Context: an optimization exercise on an open-source flow, tuned for a short achievable clock period and few clock cycles. The choices shown serve that exercise and are no tape-out recipe.
Function was checked by simulation only, so behaviour that the tests miss may differ from the original.
Power is estimated from default activity; no workload was simulated.

==> inputs of job 2728 <==
==> flow/design.v <==
module RegisterFile(
    input         CLK,
    input         we,
    input  [4:0]  wa,
    input  [31:0] wd,
    input  [4:0]  ra1,
    input  [4:0]  ra2,
    output [31:0] rd1,
    output [31:0] rd2
    );
    reg [31:0] regs [1:31];
    always @(posedge CLK) begin
        if (we && wa != 5'd0)
            regs[wa] <= wd;
    end
    assign rd1 = (ra1 == 5'd0) ? 32'h0 : regs[ra1];
    assign rd2 = (ra2 == 5'd0) ? 32'h0 : regs[ra2];
endmodule
module CmpTree #(parameter W = 32) (
    input  [W-1:0] a,
    input  [W-1:0] b,
    output         lt,
    output         eq
    );
    generate
        if (W == 1) begin : leaf
            assign lt = ~a[0] & b[0];
            assign eq = ~(a[0] ^ b[0]);
        end else begin : node
            localparam H = W / 2;
            wire ltH, eqH, ltL, eqL;
            CmpTree #(W - H) hi (.a(a[W-1:H]), .b(b[W-1:H]), .lt(ltH), .eq(eqH));
            CmpTree #(H)     lo (.a(a[H-1:0]), .b(b[H-1:0]), .lt(ltL), .eq(eqL));
            assign lt = ltH | (eqH & ltL);
            assign eq = eqH & eqL;
        end
    endgenerate
endmodule
module MultipleCycleCPU(
        input CLK,
        input RST,
        output [31:0] imem_addr,
        input  [31:0] imem_rdata,
        output [31:0] dmem_addr,
        output [31:0] dmem_wdata,
        output dmem_we,
        input  [31:0] dmem_rdata,
        output halted
    );
    localparam [5:0] OP_ADD = 6'b000000, OP_SUB = 6'b000001, OP_ADDIU = 6'b000010,
                     OP_AND = 6'b010000, OP_ANDI = 6'b010001, OP_ORI = 6'b010010,
                     OP_XORI = 6'b010011, OP_SLL = 6'b011000, OP_SLTI = 6'b100110,
                     OP_SLT = 6'b100111, OP_SW = 6'b110000, OP_LW = 6'b110001,
                     OP_BEQ = 6'b110100, OP_BNE = 6'b110101, OP_BLTZ = 6'b110110,
                     OP_J = 6'b111000, OP_JR = 6'b111001, OP_JAL = 6'b111010,
                     OP_HALT = 6'b111111;
    reg [31:0] fPC;        
    reg [31:0] eA;         
    reg [31:0] eT;         
    reg [31:0] eB;         
    reg [4:0]  eSa;        
    reg [31:0] ePc4;       
    reg [31:0] eTarget;    
    reg [4:0]  eDst;       
    reg        eWe;        
    reg eSelAdd, eSelSub, eSelAnd, eSelOr, eSelXor, eSelSlt, eSelSll, eSelPc4;
    reg eLw, eSw, eHalt;
    reg eBeq, eBne, eBltz, ePred, eJr;
    reg [31:0] ras;        
    reg [31:0] mAddr, mData, mResult;
    reg [4:0]  mDst;
    reg        mWe, mLw, mSw, mHalt;
    assign dmem_addr  = mAddr;
    assign dmem_wdata = mData;
    assign dmem_we    = mSw;
    assign halted     = mHalt;
    wire [31:0] mRes = mLw ? dmem_rdata : mResult;
    wire [31:0] sum  = eA + eB;
    wire [31:0] diff = eA - eB;
    wire ltuLow, equLow;
    CmpTree #(31) cmpSlt (.a(eA[30:0]), .b(eB[30:0]), .lt(ltuLow), .eq(equLow));
    wire        lt   = (eA[31] != eB[31]) ? eA[31] : ltuLow;
    wire [31:0] sll  = eT << eSa;
    wire [31:0] eResult =
          ({32{eSelAdd}}  & sum)
        | ({32{eSelSub}}  & diff)
        | ({32{eSelAnd}}  & (eA & eB))
        | ({32{eSelOr}}   & (eA | eB))
        | ({32{eSelXor}}  & (eA ^ eB))
        | ({32{eSelSlt}}  & {31'b0, lt})
        | ({32{eSelSll}}  & sll)
        | ({32{eSelPc4}}  & ePc4);
    wire ltLow, eqLow;
    CmpTree #(31) cmpE (.a(eA[30:0]), .b(eT[30:0]), .lt(ltLow), .eq(eqLow));
    wire brEq   = eqLow & (eA[31] == eT[31]);
    wire brSign = eA[31] ^ eT[31] ^ ltLow;
    wire taken   = (eBeq & brEq) | (eBne & ~brEq) | (eBltz & brSign);
    wire jrOk    = (eA == eTarget);
    wire mispred = ((eBeq | eBne | eBltz) & (taken != ePred)) | (eJr & ~jrOk);
    wire [31:0] fixPC = eJr ? eA : (ePred ? ePc4 : eTarget);
    assign imem_addr = fPC;
    wire [31:0] ins = imem_rdata;
    wire [5:0]  op  = ins[31:26];
    wire [4:0]  rs  = ins[25:21];
    wire [4:0]  rt  = ins[20:16];
    wire [4:0]  rd  = ins[15:11];
    wire [15:0] imm = ins[15:0];
    wire [31:0] rf1, rf2;
    RegisterFile RegisterFile(.CLK(CLK), .we(mWe), .wa(mDst), .wd(mRes),
                              .ra1(rs), .ra2(rt), .rd1(rf1), .rd2(rf2));
    wire [31:0] rsVal = (eWe && eDst == rs) ? eResult :
                        (mWe && mDst == rs) ? mRes : rf1;
    wire [31:0] rtVal = (eWe && eDst == rt) ? eResult :
                        (mWe && mDst == rt) ? mRes : rf2;
    wire dAdd  = op == OP_ADD,  dSub  = op == OP_SUB,  dAddiu = op == OP_ADDIU;
    wire dAnd  = op == OP_AND,  dAndi = op == OP_ANDI, dOri   = op == OP_ORI;
    wire dXori = op == OP_XORI, dSll  = op == OP_SLL,  dSlti  = op == OP_SLTI;
    wire dSlt  = op == OP_SLT,  dSw   = op == OP_SW,   dLw    = op == OP_LW;
    wire dBeq  = op == OP_BEQ,  dBne  = op == OP_BNE,  dBltz  = op == OP_BLTZ;
    wire dJ    = op == OP_J,    dJr   = op == OP_JR,   dJal   = op == OP_JAL;
    wire dHalt = op == OP_HALT;
    wire zext   = dAndi | dOri | dXori;
    wire useImm = dAddiu | dAndi | dOri | dXori | dSlti | dLw | dSw;
    wire [31:0] extImm = {{16{imm[15] & ~zext}}, imm};
    wire wrRd = dAdd | dSub | dAnd | dSll | dSlt;
    wire wrRt = dAddiu | dAndi | dOri | dXori | dSlti | dLw;
    wire [4:0] dst = dJal ? 5'd31 : (wrRt ? rt : rd);
    wire writes = (wrRd | wrRt | dJal) && dst != 5'd0;
    wire readsRs = ~(dSll | dJ | dJal | dHalt);
    wire readsRt = dAdd | dSub | dAnd | dSll | dSlt | dSw | dBeq | dBne | dBltz;
    wire loadUse = eLw & eWe & ((readsRs & (eDst == rs)) | (readsRt & (eDst == rt)));
    wire sameReg = (rs == rt);
    wire pred = dBeq ? (sameReg | imm[15]) :
                dBne ? (~sameReg) :
                       (~sameReg & imm[15]);
    wire [31:0] fPc4 = {fPC[31:2] + 30'd1, fPC[1:0]};
    wire [16:0] brLo = {1'b0, fPC[17:2]} + {1'b0, imm} + 17'd1;
    wire [13:0] hi0  = fPC[31:18];
    wire [13:0] hiP, hiM;
    genvar k;
    generate
        for (k = 0; k < 14; k = k + 1) begin : incdec
            if (k == 0) begin : b0
                assign hiP[k] = ~hi0[k];
                assign hiM[k] = ~hi0[k];
            end else begin : bk
                assign hiP[k] = hi0[k] ^ (&hi0[k-1:0]);
                assign hiM[k] = hi0[k] ^ ~(|hi0[k-1:0]);
            end
        end
    endgenerate
    wire [13:0] hiC0 = imm[15] ? hiM : hi0;
    wire [13:0] hiC1 = imm[15] ? hi0 : hiP;
    wire [13:0] brHi = brLo[16] ? hiC1 : hiC0;
    wire [31:0] fBr  = {brHi, brLo[15:0], fPC[1:0]};
    wire [31:0] fJmp = {fPc4[31:28], ins[25:0], 2'b00};
    wire isBr  = dBeq | dBne | dBltz;
    wire sSelf = dHalt;
    wire sJmp  = dJ | dJal;
    wire sJr   = dJr;
    wire sBr   = isBr & pred;
    wire sSeq  = ~(sSelf | sJmp | sJr | sBr);
    wire [31:0] fNextNoBr = ({32{sSelf}} & fPC)
                          | ({32{sJmp}}  & fJmp)
                          | ({32{sJr}}   & ras)
                          | ({32{sSeq}}  & fPc4);
    wire [31:0] fOther = mispred ? fixPC : (loadUse ? fPC : fNextNoBr);
    wire        fTakeBr = sBr & ~mispred & ~loadUse;
    wire [31:0] fPCnext = fTakeBr ? fBr : fOther;
    wire bubble = mispred | loadUse;
    always @(posedge CLK or negedge RST) begin
        if (!RST) begin
            fPC <= 32'h0;
            eA <= 32'h0; eT <= 32'h0; eB <= 32'h0; eSa <= 5'h0;
            ePc4 <= 32'h0; eTarget <= 32'h0; eDst <= 5'h0; eWe <= 1'b0;
            eSelAdd <= 1'b0; eSelSub <= 1'b0; eSelAnd <= 1'b0; eSelOr <= 1'b0;
            eSelXor <= 1'b0; eSelSlt <= 1'b0; eSelSll <= 1'b0; eSelPc4 <= 1'b0;
            eLw <= 1'b0; eSw <= 1'b0; eHalt <= 1'b0;
            eBeq <= 1'b0; eBne <= 1'b0; eBltz <= 1'b0; ePred <= 1'b0;
            eJr <= 1'b0; ras <= 32'h0;
            mAddr <= 32'h0; mData <= 32'h0; mResult <= 32'h0; mDst <= 5'h0;
            mWe <= 1'b0; mLw <= 1'b0; mSw <= 1'b0; mHalt <= 1'b0;
        end else begin
            fPC <= fPCnext;
            eA <= rsVal;
            eT <= rtVal;
            eB <= useImm ? extImm : rtVal;
            eSa <= ins[4:0];
            ePc4 <= fPc4;
            eTarget <= dJr ? ras : fBr;
            eJr <= dJr & ~bubble;
            if (dJal) ras <= fPc4;
            eDst <= dst;
            eWe <= writes & ~bubble;
            eSelAdd <= dAdd | dAddiu | dLw | dSw;
            eSelSub <= dSub;
            eSelAnd <= dAnd | dAndi;
            eSelOr <= dOri;
            eSelXor <= dXori;
            eSelSlt <= dSlt | dSlti;
            eSelSll <= dSll;
            eSelPc4 <= dJal;
            eLw <= dLw & ~bubble;
            eSw <= dSw & ~bubble;
            eHalt <= dHalt & ~bubble;
            eBeq <= dBeq & ~bubble;
            eBne <= dBne & ~bubble;
            eBltz <= dBltz & ~bubble;
            ePred <= pred;
            mAddr <= sum;
            mData <= eT;
            mResult <= eResult;
            mDst <= eDst;
            mWe <= eWe;
            mLw <= eLw;
            mSw <= eSw;
            mHalt <= eHalt;
        end
    end
endmodule
==> flow/flow/run.sh <==
#!/bin/bash
set -o pipefail
MARGIN=${MARGIN:-9}
cp standard.sh standard_sh.log
cp config.mk config_mk_orig.log
sed -i '/SETUP_SLACK_MARGIN/d' config.mk
echo "export SETUP_SLACK_MARGIN = $MARGIN" >> config.mk
echo "export BUFFER_PORTS_ARGS = -buffer_cell sky130_fd_sc_hd__buf_4" >> config.mk
bash standard.sh > standard.log 2>&1
==> flow/standard.sh <==
#!/bin/bash
# synth_recipe.tcl (not shown) runs the flow's synth.tcl, then flattens the netlist and writes it again
# the make line also repeats each setting of config.mk as NAME=value (left out here)
make -C /OpenROAD-flow-scripts/flow DESIGN_CONFIG=/design/flow/config.mk WORK_HOME=/design/flow/orfs CLKGATE_MAP_FILE= SYNTH_SCRIPT=/design/flow/synth_recipe.tcl "${@:-finish}"
==> flow/config.mk <==
export PLATFORM = sky130hd
export DESIGN_NAME = MultipleCycleCPU
export DESIGN_NICKNAME = MultipleCycleCPU
export VERILOG_FILES = /design/flow/design.v
export SDC_FILE = /design/flow/constraint.sdc
export NUM_CORES = 4
export LEC_CHECK = 0
export CAP_MARGIN = 20
export CORE_MARGIN = 2
export CORE_UTILIZATION = 40
export SLEW_MARGIN = 20
export SETUP_SLACK_MARGIN = 9
export BUFFER_PORTS_ARGS = -buffer_cell sky130_fd_sc_hd__buf_4
==> flow/constraint.sdc <==
create_clock -name core_clock -period 12.5 [get_ports {CLK}]
set_input_delay 2.5000 -clock core_clock [delete_from_list [all_inputs] [get_ports {CLK}]]
set_output_delay 2.5000 -clock core_clock [all_outputs]
set_load 0.01 [all_outputs]
==> job 4218: changes against job 2728 <==
==> flow/design.v, changed modules only <==
module MultipleCycleCPU(
        input CLK,
        input RST,
        output [31:0] imem_addr,
        input  [31:0] imem_rdata,
        output [31:0] dmem_addr,
        output [31:0] dmem_wdata,
        output dmem_we,
        input  [31:0] dmem_rdata,
        output halted
    );
    localparam [5:0] OP_ADD = 6'b000000, OP_SUB = 6'b000001, OP_ADDIU = 6'b000010,
                     OP_AND = 6'b010000, OP_ANDI = 6'b010001, OP_ORI = 6'b010010,
                     OP_XORI = 6'b010011, OP_SLL = 6'b011000, OP_SLTI = 6'b100110,
                     OP_SLT = 6'b100111, OP_SW = 6'b110000, OP_LW = 6'b110001,
                     OP_BEQ = 6'b110100, OP_BNE = 6'b110101, OP_BLTZ = 6'b110110,
                     OP_J = 6'b111000, OP_JR = 6'b111001, OP_JAL = 6'b111010,
                     OP_HALT = 6'b111111;
    reg [31:0] fPC;        
    reg [31:0] ras;        
    reg        dValid;     
    reg [31:0] dIR;        
    reg [31:0] dPc4;       
    reg [31:0] dTarget;    
    reg        dPred;      
    reg [31:0] eA;         
    reg [31:0] eT;         
    reg [31:0] eB;         
    reg [4:0]  eSa;        
    reg [31:0] ePc4;       
    reg [31:0] eTarget;    
    reg [4:0]  eDst;       
    reg        eWe;        
    reg eSelAdd, eSelSub, eSelAnd, eSelOr, eSelXor, eSelSlt, eSelSll, eSelPc4;
    reg eLw, eSw, eHalt;
    reg eBeq, eBne, eBltz, ePred, eJr;
    reg [31:0] mAddr, mData, mResult;
    reg [4:0]  mDst;
    reg        mWe, mLw, mSw, mHalt;
    assign dmem_addr  = mAddr;
    assign dmem_wdata = mData;
    assign dmem_we    = mSw;
    assign halted     = mHalt;
    wire [31:0] mRes = mLw ? dmem_rdata : mResult;
    wire [31:0] sum  = eA + eB;
    wire [31:0] diff = eA - eB;
    wire ltuLow, equLow;
    CmpTree #(31) cmpSlt (.a(eA[30:0]), .b(eB[30:0]), .lt(ltuLow), .eq(equLow));
    wire        lt   = (eA[31] != eB[31]) ? eA[31] : ltuLow;
    wire [31:0] sll  = eT << eSa;
    wire [31:0] eResult =
          ({32{eSelAdd}}  & sum)
        | ({32{eSelSub}}  & diff)
        | ({32{eSelAnd}}  & (eA & eB))
        | ({32{eSelOr}}   & (eA | eB))
        | ({32{eSelXor}}  & (eA ^ eB))
        | ({32{eSelSlt}}  & {31'b0, lt})
        | ({32{eSelSll}}  & sll)
        | ({32{eSelPc4}}  & ePc4);
    wire ltLow, eqLow;
    CmpTree #(31) cmpE (.a(eA[30:0]), .b(eT[30:0]), .lt(ltLow), .eq(eqLow));
    wire brEq   = eqLow & (eA[31] == eT[31]);
    wire brSign = eA[31] ^ eT[31] ^ ltLow;
    wire taken   = (eBeq & brEq) | (eBne & ~brEq) | (eBltz & brSign);
    wire jrOk    = (eA == eTarget);
    wire mispred = ((eBeq | eBne | eBltz) & (taken != ePred)) | (eJr & ~jrOk);
    wire [31:0] fixPC = eJr ? eA : (ePred ? ePc4 : eTarget);
    wire [5:0]  op  = dIR[31:26];
    wire [4:0]  rs  = dIR[25:21];
    wire [4:0]  rt  = dIR[20:16];
    wire [4:0]  rd  = dIR[15:11];
    wire [15:0] imm = dIR[15:0];
    wire [31:0] rf1, rf2;
    RegisterFile RegisterFile(.CLK(CLK), .we(mWe), .wa(mDst), .wd(mRes),
                              .ra1(rs), .ra2(rt), .rd1(rf1), .rd2(rf2));
    wire [31:0] rsVal = (eWe && eDst == rs) ? eResult :
                        (mWe && mDst == rs) ? mRes : rf1;
    wire [31:0] rtVal = (eWe && eDst == rt) ? eResult :
                        (mWe && mDst == rt) ? mRes : rf2;
    wire dAdd  = op == OP_ADD,  dSub  = op == OP_SUB,  dAddiu = op == OP_ADDIU;
    wire dAnd  = op == OP_AND,  dAndi = op == OP_ANDI, dOri   = op == OP_ORI;
    wire dXori = op == OP_XORI, dSll  = op == OP_SLL,  dSlti  = op == OP_SLTI;
    wire dSlt  = op == OP_SLT,  dSw   = op == OP_SW,   dLw    = op == OP_LW;
    wire dBeq  = op == OP_BEQ,  dBne  = op == OP_BNE,  dBltz  = op == OP_BLTZ;
    wire dJr   = op == OP_JR,   dJal  = op == OP_JAL,  dJ     = op == OP_J;
    wire dHalt = op == OP_HALT;
    wire zext   = dAndi | dOri | dXori;
    wire useImm = dAddiu | dAndi | dOri | dXori | dSlti | dLw | dSw;
    wire [31:0] extImm = {{16{imm[15] & ~zext}}, imm};
    wire wrRd = dAdd | dSub | dAnd | dSll | dSlt;
    wire wrRt = dAddiu | dAndi | dOri | dXori | dSlti | dLw;
    wire [4:0] dst = dJal ? 5'd31 : (wrRt ? rt : rd);
    wire writes = (wrRd | wrRt | dJal) && dst != 5'd0;
    wire readsRs = ~(dSll | dJ | dJal | dHalt);
    wire readsRt = dAdd | dSub | dAnd | dSll | dSlt | dSw | dBeq | dBne | dBltz;
    wire loadUse = dValid & eLw & eWe &
                   ((readsRs & (eDst == rs)) | (readsRt & (eDst == rt)));
    assign imem_addr = fPC;
    wire [31:0] ins  = imem_rdata;
    wire [5:0]  fOp  = ins[31:26];
    wire [15:0] fImm = ins[15:0];
    wire fBeq  = fOp == OP_BEQ,  fBne = fOp == OP_BNE, fBltz = fOp == OP_BLTZ;
    wire fJ    = fOp == OP_J,    fJr  = fOp == OP_JR,  fJal  = fOp == OP_JAL;
    wire fHalt = fOp == OP_HALT;
    wire sameReg = (ins[25:21] == ins[20:16]);
    wire pred = fBeq ? (sameReg | fImm[15]) :
                fBne ? (~sameReg) :
                       (~sameReg & fImm[15]);
    wire [31:0] fPc4 = {fPC[31:2] + 30'd1, fPC[1:0]};
    wire [16:0] brLo = {1'b0, fPC[17:2]} + {1'b0, fImm} + 17'd1;
    wire [13:0] hi0  = fPC[31:18];
    wire [13:0] hiP, hiM;
    genvar k;
    generate
        for (k = 0; k < 14; k = k + 1) begin : incdec
            if (k == 0) begin : b0
                assign hiP[k] = ~hi0[k];
                assign hiM[k] = ~hi0[k];
            end else begin : bk
                assign hiP[k] = hi0[k] ^ (&hi0[k-1:0]);
                assign hiM[k] = hi0[k] ^ ~(|hi0[k-1:0]);
            end
        end
    endgenerate
    wire [13:0] hiC0 = fImm[15] ? hiM : hi0;
    wire [13:0] hiC1 = fImm[15] ? hi0 : hiP;
    wire [13:0] brHi = brLo[16] ? hiC1 : hiC0;
    wire [31:0] fBr  = {brHi, brLo[15:0], fPC[1:0]};
    wire [31:0] fJmp = {fPc4[31:28], ins[25:0], 2'b00};
    wire sSelf = fHalt;
    wire sJmp  = fJ | fJal;
    wire sJr   = fJr;
    wire sBr   = (fBeq | fBne | fBltz) & pred;
    wire sSeq  = ~(sSelf | sJmp | sJr | sBr);
    wire [31:0] fNextNoBr = ({32{sSelf}} & fPC)
                          | ({32{sJmp}}  & fJmp)
                          | ({32{sJr}}   & ras)
                          | ({32{sSeq}}  & fPc4);
    wire [31:0] fOther = mispred ? fixPC : (loadUse ? fPC : fNextNoBr);
    wire        fTakeBr = sBr & ~mispred & ~loadUse;
    wire [31:0] fPCnext = fTakeBr ? fBr : fOther;
    wire eBubble = mispred | loadUse | ~dValid;
    always @(posedge CLK or negedge RST) begin
        if (!RST) begin
            fPC <= 32'h0; ras <= 32'h0;
            dValid <= 1'b0; dIR <= 32'h0; dPc4 <= 32'h0; dTarget <= 32'h0; dPred <= 1'b0;
            eA <= 32'h0; eT <= 32'h0; eB <= 32'h0; eSa <= 5'h0;
            ePc4 <= 32'h0; eTarget <= 32'h0; eDst <= 5'h0; eWe <= 1'b0;
            eSelAdd <= 1'b0; eSelSub <= 1'b0; eSelAnd <= 1'b0; eSelOr <= 1'b0;
            eSelXor <= 1'b0; eSelSlt <= 1'b0; eSelSll <= 1'b0; eSelPc4 <= 1'b0;
            eLw <= 1'b0; eSw <= 1'b0; eHalt <= 1'b0;
            eBeq <= 1'b0; eBne <= 1'b0; eBltz <= 1'b0; ePred <= 1'b0; eJr <= 1'b0;
            mAddr <= 32'h0; mData <= 32'h0; mResult <= 32'h0; mDst <= 5'h0;
            mWe <= 1'b0; mLw <= 1'b0; mSw <= 1'b0; mHalt <= 1'b0;
        end else begin
            fPC <= fPCnext;
            if (mispred) begin
                dValid <= 1'b0;
            end else if (!loadUse) begin
                dValid <= 1'b1;
                dIR <= ins;
                dPc4 <= fPc4;
                dTarget <= fJr ? ras : fBr;
                dPred <= pred;
                if (fJal) ras <= fPc4;
            end
            eA <= rsVal;
            eT <= rtVal;
            eB <= useImm ? extImm : rtVal;
            eSa <= dIR[4:0];
            ePc4 <= dPc4;
            eTarget <= dTarget;
            ePred <= dPred;
            eDst <= dst;
            eWe <= writes & ~eBubble;
            eSelAdd <= dAdd | dAddiu | dLw | dSw;
            eSelSub <= dSub;
            eSelAnd <= dAnd | dAndi;
            eSelOr <= dOri;
            eSelXor <= dXori;
            eSelSlt <= dSlt | dSlti;
            eSelSll <= dSll;
            eSelPc4 <= dJal;
            eLw <= dLw & ~eBubble;
            eSw <= dSw & ~eBubble;
            eHalt <= dHalt & ~eBubble;
            eBeq <= dBeq & ~eBubble;
            eBne <= dBne & ~eBubble;
            eBltz <= dBltz & ~eBubble;
            eJr <= dJr & ~eBubble;
            mAddr <= sum;
            mData <= eT;
            mResult <= eResult;
            mDst <= eDst;
            mWe <= eWe;
            mLw <= eLw;
            mSw <= eSw;
            mHalt <= eHalt;
        end
    end
endmodule
==> job 6359: changes against job 2728 <==
--- a/flow/design.v
+++ b/flow/design.v
@@ -150,7 +150,5 @@
         end
     endgenerate
-    wire [13:0] hiC0 = imm[15] ? hiM : hi0;
-    wire [13:0] hiC1 = imm[15] ? hi0 : hiP;
-    wire [13:0] brHi = brLo[16] ? hiC1 : hiC0;
+    wire [13:0] brHi = (brLo[16] == imm[15]) ? hi0 : (brLo[16] ? hiP : hiM);
     wire [31:0] fBr  = {brHi, brLo[15:0], fPC[1:0]};
     wire [31:0] fJmp = {fPc4[31:28], ins[25:0], 2'b00};
@@ -161,11 +159,9 @@
     wire sBr   = isBr & pred;
     wire sSeq  = ~(sSelf | sJmp | sJr | sBr);
-    wire [31:0] fNextNoBr = ({32{sSelf}} & fPC)
-                          | ({32{sJmp}}  & fJmp)
-                          | ({32{sJr}}   & ras)
-                          | ({32{sSeq}}  & fPc4);
-    wire [31:0] fOther = mispred ? fixPC : (loadUse ? fPC : fNextNoBr);
-    wire        fTakeBr = sBr & ~mispred & ~loadUse;
-    wire [31:0] fPCnext = fTakeBr ? fBr : fOther;
+    wire [31:0] fNext = ({32{sSelf}} & fPC)
+                      | ({32{sJmp}}  & fJmp)
+                      | ({32{sJr}}   & ras)
+                      | ({32{sBr}}   & fBr)
+                      | ({32{sSeq}}  & fPc4);
     wire bubble = mispred | loadUse;
     always @(posedge CLK or negedge RST) begin
@@ -182,5 +178,5 @@
             mWe <= 1'b0; mLw <= 1'b0; mSw <= 1'b0; mHalt <= 1'b0;
         end else begin
-            fPC <= fPCnext;
+            fPC <= mispred ? fixPC : (loadUse ? fPC : fNext);
             eA <= rsVal;
             eT <= rtVal;
--- a/flow/flow/run.sh
+++ b/flow/flow/run.sh
@@ -7,3 +7,4 @@
 echo "export SETUP_SLACK_MARGIN = $MARGIN" >> config.mk
 echo "export BUFFER_PORTS_ARGS = -buffer_cell sky130_fd_sc_hd__buf_4" >> config.mk
+echo "export ADDER_MAP_FILE =" >> config.mk
 bash standard.sh > standard.log 2>&1
--- a/flow/config.mk
+++ b/flow/config.mk
@@ -8,6 +8,7 @@
 export CAP_MARGIN = 20
 export CORE_MARGIN = 2
-export CORE_UTILIZATION = 40
+export CORE_UTILIZATION = 60
 export SLEW_MARGIN = 20
 export SETUP_SLACK_MARGIN = 9
 export BUFFER_PORTS_ARGS = -buffer_cell sky130_fd_sc_hd__buf_4
+export ADDER_MAP_FILE =
==> summary.txt <==
                                                                  job 2728          job 6359             job 4218
Status                                    no timing/DRC/antenna violations  no timing/DRC/antenna violations  no timing/DRC/antenna violations
Leading power group                                       sequential cells  sequential cells  combinational logic
Number of non-clock inverters in the layout                            169               111                  175
Area share of the largest cell type after synthesis                  41.3%             42.2%                40.1%
Min Hold Slack                                                    0.390 ns          0.365 ns             0.380 ns
Portion of total power attributed to combinational logic             29.6%             28.4%                61.0%
Lkg Pwr                                                          0.0344 uW         0.0327 uW            0.0335 uW
Relative slew margins                                                27.4%             22.7%                29.0%
Placed insts                                                         7,618             6,657                7,819
Data required time at the worst endpoint                          13.22 ns          13.25 ns             13.26 ns
Actual transition at the worst max-transition pin                  1.08 ns           1.16 ns              1.06 ns
Final Worst Setup Slack                                            8.15 ns           8.22 ns              7.99 ns
Wire length per cell                                               37.9 um           41.4 um              34.7 um
Cell area after synthesis                                      72,100 um^2       70,700 um^2          74,400 um^2
Clock slew at reported path FFs                                    0.06 ns           0.06 ns              0.07 ns
Critical path endpoint                                             fPC[21]             eB[0]          dTarget[26]
Power in the clock group                                           4450 uW           4400 uW              4510 uW
Testbench counts of job 2728, summed over its fixed seeds: cycles 154,628.
Testbench counts of job 4218, summed over its fixed seeds: cycles 158,421.
Testbench counts of job 6359, summed over its fixed seeds: cycles 154,628.

separate check: timing with driven ports:
In the flow no input, the clock included, has a driving cell. The finished layouts below were timed again as built, in two steps. Step 1 sets driving cells, clkbuf_16 on the clock port and buf_2 on the other inputs (assumed; they add their load-dependent delay and slew). Step 2, shift: input delay + t, output delay - t, t = (earliest + latest rising clock arrival at the registers) / 2. This alone moves slack from input paths to output paths. Three values: no drivers, after step 1, after step 2; two values: the first two.
run	t (ns)	slack for setup (ns)	hold WS [ns]	latest minus earliest clock arrival (ns)	pins driven straight from the clock port
job 2728	0.894	8.155 / 7.886 / 6.992	0.390 / 0.390 / 0.390	0.037 / 0.038	1
job 4218	0.898	7.989 / 8.032 / 7.134	0.380 / 0.380 / 0.380	0.040 / 0.040	1
job 6359	0.878	8.225 / 7.952 / 7.074	0.365 / 0.365 / 0.365	0.083 / 0.084	1
After both steps setup and hold are still met in every run listed. For job 2728, which loses most, drivers alone change the setup slack by -0.269 ns; drivers and shift together by -1.163 ns.
